This is an optimization exercise on Yosys and OpenROAD, whose aim is small area and a short achievable clock period, not a production implementation.
Only simulation tests tie the RTL to the original design; equivalence was not proved.
No activity file was given, so power comes from the tool's default toggle rates.

==> flow/design.v <==
module calc_tile_n #(
    parameter int HI = 12,
    parameter int LO = 0
) (
    input  logic [12:0]  rem_i,    
    input  logic [9:0]   den,
    output logic [HI:LO] quo,
    output logic [12:0]  rem_o     
);
function automatic logic [11:0] borrows(input logic [10:0] a, input logic [10:0] b);
    logic [11:0] bo;
    integer j;
    bo[0] = 1'b0;
    for (j = 0; j < 11; j = j + 1)
        bo[j+1] = (~a[j] & b[j]) | ((~a[j] | b[j]) & bo[j]);
    borrows = bo;
endfunction
logic [12:0] r [LO:HI+1];
assign r[HI+1] = rem_i;
assign rem_o   = r[LO];
genvar i;
generate
    for (i = HI; i >= LO; i--) begin : g_row
        localparam int W  = 13 - i;               
        localparam int WC = (W < 11) ? W : 11;    
        logic [10:0] a, b, nb;
        logic [11:0] bo;
        logic        hi_zero;
        assign a  = 11'(r[i+1] >> i) & ((11'd1 << WC) - 11'd1);
        assign b  = {1'b0, den} & ((11'd1 << WC) - 11'd1);
        if (WC < 10) begin : g_hz
            assign hi_zero = ~|den[9:WC];
        end else begin : g_nhz
            assign hi_zero = 1'b1;
        end
        assign bo     = borrows(a, b);
        assign quo[i] = hi_zero & ~bo[WC];
        assign nb     = (a ^ ({11{quo[i]}} & (b ^ bo[10:0]))) & ((11'd1 << WC) - 11'd1);
        if (i > 0) begin : g_lo
            assign r[i] = (13'(nb) << i) | (r[i+1] & ((13'd1 << i) - 13'd1));
        end else begin : g_last
            assign r[i] = 13'(nb);
        end
    end
endgenerate
endmodule
module Layer_Decoder (
    input  logic         clk,
    input  logic         rst_n,
    input logic uLD_en_i,  
    input  logic [5:0]   layer_id_i,
    input  logic [1:0]   layer_type_i,      
    input  logic [7:0]   in_R_i, in_C_i,    
    input  logic [10:0]   in_D_i, out_K_i,   
    input  logic [1:0]   stride_i,          
    input  logic [1:0]   pad_T_i, pad_B_i, pad_L_i, pad_R_i,
    input  logic [31:0]  base_ifmap_i,
    input  logic [31:0]  base_weight_i,
    input  logic [31:0]  base_bias_i,
    input  logic [31:0]  base_ofmap_i,
    input  logic [3:0]   flags_i,          
    input  logic [7:0]   quant_scale_i,    
    output logic [5:0]   layer_id_o,
    output logic [1:0]   layer_type_o,
    output logic [7:0]   padded_R_o, padded_C_o,
    output logic [10:0]   in_D_o, out_K_o,
    output logic [1:0]   stride_o,
    output logic [1:0]   pad_T_o, pad_B_o, pad_L_o, pad_R_o,
    output logic [1:0]   kH_o, kW_o,  
    output logic [31:0]  base_ifmap_o,
    output logic [31:0]  base_weight_o,
    output logic [31:0]  base_bias_o,
    output logic [31:0]  base_ofmap_o,
    output logic [3:0]   flags_o,
    output logic [5:0]   quant_scale_o,
    output logic [31:0]  tile_n_o,
    output logic [7:0]   tile_D_o,
    output logic [7:0]   tile_K_o,
    output logic [7:0]   tile_D_f_o,
    output logic [7:0]   tile_K_f_o,
    output logic [7:0]   in_R_o,
    output logic [7:0]   in_C_o,
    output logic [7:0]   out_R_o,
    output logic [7:0]   out_C_o
);
function automatic logic [10:0] add11(input logic [10:0] x, input logic [10:0] y);
    logic [10:0] g, t, g2, t2, c;
    integer j, s;
    g = x & y;
    t = x | y;
    for (s = 1; s < 11; s = s * 2) begin
        g2 = g; t2 = t;
        for (j = 0; j < 11; j = j + 1)
            if (j >= s) begin
                g2[j] = g[j] | (t[j] & g[j-s]);
                t2[j] = t[j] & t[j-s];
            end
        g = g2; t = t2;
    end
    c = {g[9:0], 1'b0};
    add11 = x ^ (y ^ c);
endfunction
function automatic logic [7:0] div3(input logic [8:0] x);
    logic [1:0] r;
    logic [8:0] q;
    r = 2'd0;
    for (int i = 8; i >= 0; i--) begin
        q[i] = (r == 2'd2) | ((r == 2'd1) & x[i]);
        case ({r, x[i]})
            3'b001:  r = 2'd1;
            3'b010:  r = 2'd2;
            3'b100:  r = 2'd1;
            3'b101:  r = 2'd2;
            default: r = 2'd0;
        endcase
    end
    div3 = q[7:0];    
endfunction
function automatic logic [7:0] out_size(input logic [7:0] padded,
                                        input logic       k3,
                                        input logic [1:0] stride);
    logic [8:0] z;
    z = {1'b0, padded} + (k3 ? 9'd0 : 9'd2);
    case (stride)
        2'd2:    out_size = z[8:1];
        2'd3:    out_size = (z == 9'd0) ? 8'd86 : div3(z + 9'd2);
        default: out_size = 8'(z - 9'd2);
    endcase
endfunction
logic       k3_i;
logic [7:0] padded_C_i;
logic [7:0] out_C_d;
assign k3_i       = layer_type_i[0];              
assign padded_C_i = 8'(add11({3'b000, in_C_i}, {8'd0, 3'({1'b0, pad_L_i} + {1'b0, pad_R_i})}));
assign out_C_d    = out_size(padded_C_i, k3_i, stride_i);
localparam int SPLIT = 8;
function automatic logic [12:0] tile_n_const(input logic [1:0] t);
    case (t)
        2'd0: tile_n_const = 13'd668;
        2'd2:  tile_n_const = 13'd2180;
        2'd3:    tile_n_const = 13'd586;
        default:    tile_n_const = 13'd0;
    endcase
endfunction
logic [9:0]        den_d;
logic [12:0]       num_d, rem_d;
logic [12:SPLIT]   quo_hi, tile_n_hi_d;
assign num_d = {add11({3'd0, out_C_d}, 11'd1635), 2'b10};
assign den_d = 10'(add11({3'd0, in_C_i}, {2'b00, out_C_d, 1'b0}));
calc_tile_n #(.HI(12), .LO(SPLIT)) calc_n_hi_u (
    .rem_i (num_d),
    .den   (den_d),
    .quo   (quo_hi),
    .rem_o (rem_d)
);
logic [12:0]       const_d;
assign const_d     = tile_n_const(layer_type_i);
assign tile_n_hi_d = (layer_type_i == 2'd1) ? quo_hi : const_d[12:SPLIT];
logic [12:SPLIT]   tile_n_hi;
logic [9:0]        den_q;
logic [12:0]       rem_q;
always_ff @(posedge clk or negedge rst_n) begin
    if (!rst_n) begin
        layer_id_o      <= 6'd0;
        layer_type_o    <= 2'd0;
        in_D_o          <= 11'd0;
        out_K_o         <= 11'd0;
        stride_o        <= 2'd0;
        pad_T_o         <= 2'd0;
        pad_B_o         <= 2'd0;
        pad_L_o         <= 2'd0;
        pad_R_o         <= 2'd0;
        base_ifmap_o    <= 32'd0;
        base_weight_o   <= 32'd0;
        base_bias_o     <= 32'd0;
        base_ofmap_o    <= 32'd0;
        flags_o         <= 4'd0;
        quant_scale_o   <= 6'd0;
        in_R_o          <= 8'd0;
        in_C_o          <= 8'd0;
        out_C_o         <= 8'd0;
        tile_n_hi       <= '0;
    end
    else if (uLD_en_i) begin
        layer_id_o      <= layer_id_i;
        layer_type_o    <= layer_type_i;
        in_D_o          <= in_D_i;
        out_K_o         <= out_K_i;
        stride_o        <= stride_i;
        pad_T_o         <= pad_T_i;
        pad_B_o         <= pad_B_i;
        pad_L_o         <= pad_L_i;
        pad_R_o         <= pad_R_i;
        base_ifmap_o    <= base_ifmap_i;
        base_weight_o   <= base_weight_i;
        base_bias_o     <= base_bias_i;
        base_ofmap_o    <= base_ofmap_i;
        flags_o         <= flags_i;
        quant_scale_o   <= quant_scale_i[5:0];
        in_R_o          <= in_R_i;
        in_C_o          <= in_C_i;
        out_C_o         <= out_C_d;
        tile_n_hi       <= tile_n_hi_d;
    end
end
always_ff @(posedge clk) begin
    if (uLD_en_i) begin
        den_q           <= den_d;
        rem_q           <= rem_d;
    end
end
logic        loaded;                  
logic        pw, dw, std, lin;
assign loaded = |stride_o;
assign pw  = loaded & (layer_type_o == 2'd0);
assign dw  = (layer_type_o == 2'd1);
assign std = (layer_type_o == 2'd2);
assign lin = (layer_type_o == 2'd3);
assign padded_R_o = in_R_o + pad_T_o + pad_B_o;
assign padded_C_o = in_C_o + pad_L_o + pad_R_o;
assign out_R_o = out_size(padded_R_o, layer_type_o[0], stride_o);
assign kH_o = {layer_type_o[0], loaded};
assign kW_o = kH_o;
assign tile_D_o   = {2'b00, pw | lin, 1'b0, dw | std, 1'b0, dw | std, 1'b0};
assign tile_K_o   = tile_D_o;
assign tile_K_f_o = tile_D_o;
assign tile_D_f_o = {2'b00, pw | lin, 1'b0, std, 1'b0, std, dw};
logic [SPLIT-1:0] quo_lo;
logic [12:0]      rem_unused;
calc_tile_n #(.HI(SPLIT-1), .LO(0)) calc_n_lo_u (
    .rem_i (rem_q),
    .den   (den_q),
    .quo   (quo_lo),
    .rem_o (rem_unused)
);
logic [12:0]      const_q;
assign const_q = tile_n_const(layer_type_o);
always_comb begin
    tile_n_o = 32'd0;
    tile_n_o[12:SPLIT] = tile_n_hi;
    if (dw)
        tile_n_o[SPLIT-1:0] = quo_lo;
    else if (loaded)
        tile_n_o[SPLIT-1:0] = const_q[SPLIT-1:0];
end
endmodule
export LEC_CHECK = 0
export ABC_AREA = 1
export CAP_MARGIN = 20
export CORE_MARGIN = 2
export CORE_UTILIZATION = 70
export CTS_BUF_LIST = sky130_fd_sc_hd__clkbuf_8 sky130_fd_sc_hd__clkbuf_16
export CTS_CLUSTER_DIAMETER = 100
export CTS_CLUSTER_SIZE = 30
export SLEW_MARGIN = 20
create_clock -name core_clock -period 200.0 [get_ports {clk}]
standard.sh (not shown) runs the stock make flow with config.mk's settings and CLKGATE_MAP_FILE= SYNTH_SCRIPT=/design/flow/synth_recipe.tcl, a recipe that flattens the netlist after the stock synthesis.
==> flow/flow/run.sh <==
#!/bin/bash
# The standard layout (the standard.sh, ORFS synthesis to final), with one
# change: the buffer that global placement puts on every input and output port
# is sky130_fd_sc_hd__buf_1 instead of the cell buffer_ports picks by default.
# make's full output goes to standard.log here; ORFS keeps each step's log
# under orfs/logs.
set -euo pipefail
cd "$(dirname "$0")/.."
bash standard.sh "BUFFER_PORTS_ARGS=-buffer_cell sky130_fd_sc_hd__buf_1" finish > standard.log 2>&1
Next try:
CTS_BUF_LIST = sky130_fd_sc_hd__clkbuf_16   (was sky130_fd_sc_hd__clkbuf_8 sky130_fd_sc_hd__clkbuf_16)
CTS_CLUSTER_DIAMETER = 80   (was 100)
CTS_CLUSTER_SIZE = 24   (was 30)
PLACE_DENSITY = 0.8   (was default)
Via count rose by 0.48%.
First-iteration DRC count rose by 12%.
Total power rose by 1.1%.
Routed wire length rose by 1.3%.
Maximum frequency is about the same.
Next try:
CORE_UTILIZATION = 75   (was 70)
CTS_BUF_LIST = sky130_fd_sc_hd__clkbuf_8 sky130_fd_sc_hd__clkbuf_16   (was sky130_fd_sc_hd__clkbuf_16)
PLACE_DENSITY = default   (was 0.8)
Effect: The new run finished clean; count of clock-buffer cells in the layout is unchanged; global-route usage rose by 4.2 points; clock skew does not change; cell count stays flat; utilization rose by 4.1 points; routed wire length rose by 5.1%.

-- port drivers added, routing unchanged --
In the flow no input, the clock included, has a driving cell. The finished layouts below were timed again as built, in two steps. Step 1 sets driving cells, clkbuf_16 on the clock port and buf_2 on the other inputs (assumed; they add their load-dependent delay and slew). Step 2 adds t to the input delays and takes it off the output delays; t is the mean of the earliest and latest rising clock arrival at the registers after step 1. Input paths then give back, and output paths get back, about the clock's delay inside the block. Slacks: ideal ports / drivers / drivers and shift; pairs: ideal ports / drivers.
| run | shift t [ns] | slack for setup (ns) | worst setup path after step 2 | slew at the worst register clock pin (ns) |
|---|---|---|---|---|
| the first run | 0.528 | 149.837 / 149.786 / 149.501 | input to register | 0.12 / 0.12 |
| the second run | 0.533 | 149.765 / 149.716 / 149.467 | input to register | 0.10 / 0.10 |
| the third run | 0.530 | 149.410 / 149.358 / 149.494 | input to register | 0.11 / 0.11 |
After both steps setup and hold are still met in every run listed. The setup slack of the first run, which loses most, moves by -0.051 ns with the drivers and by -0.336 ns with both steps.
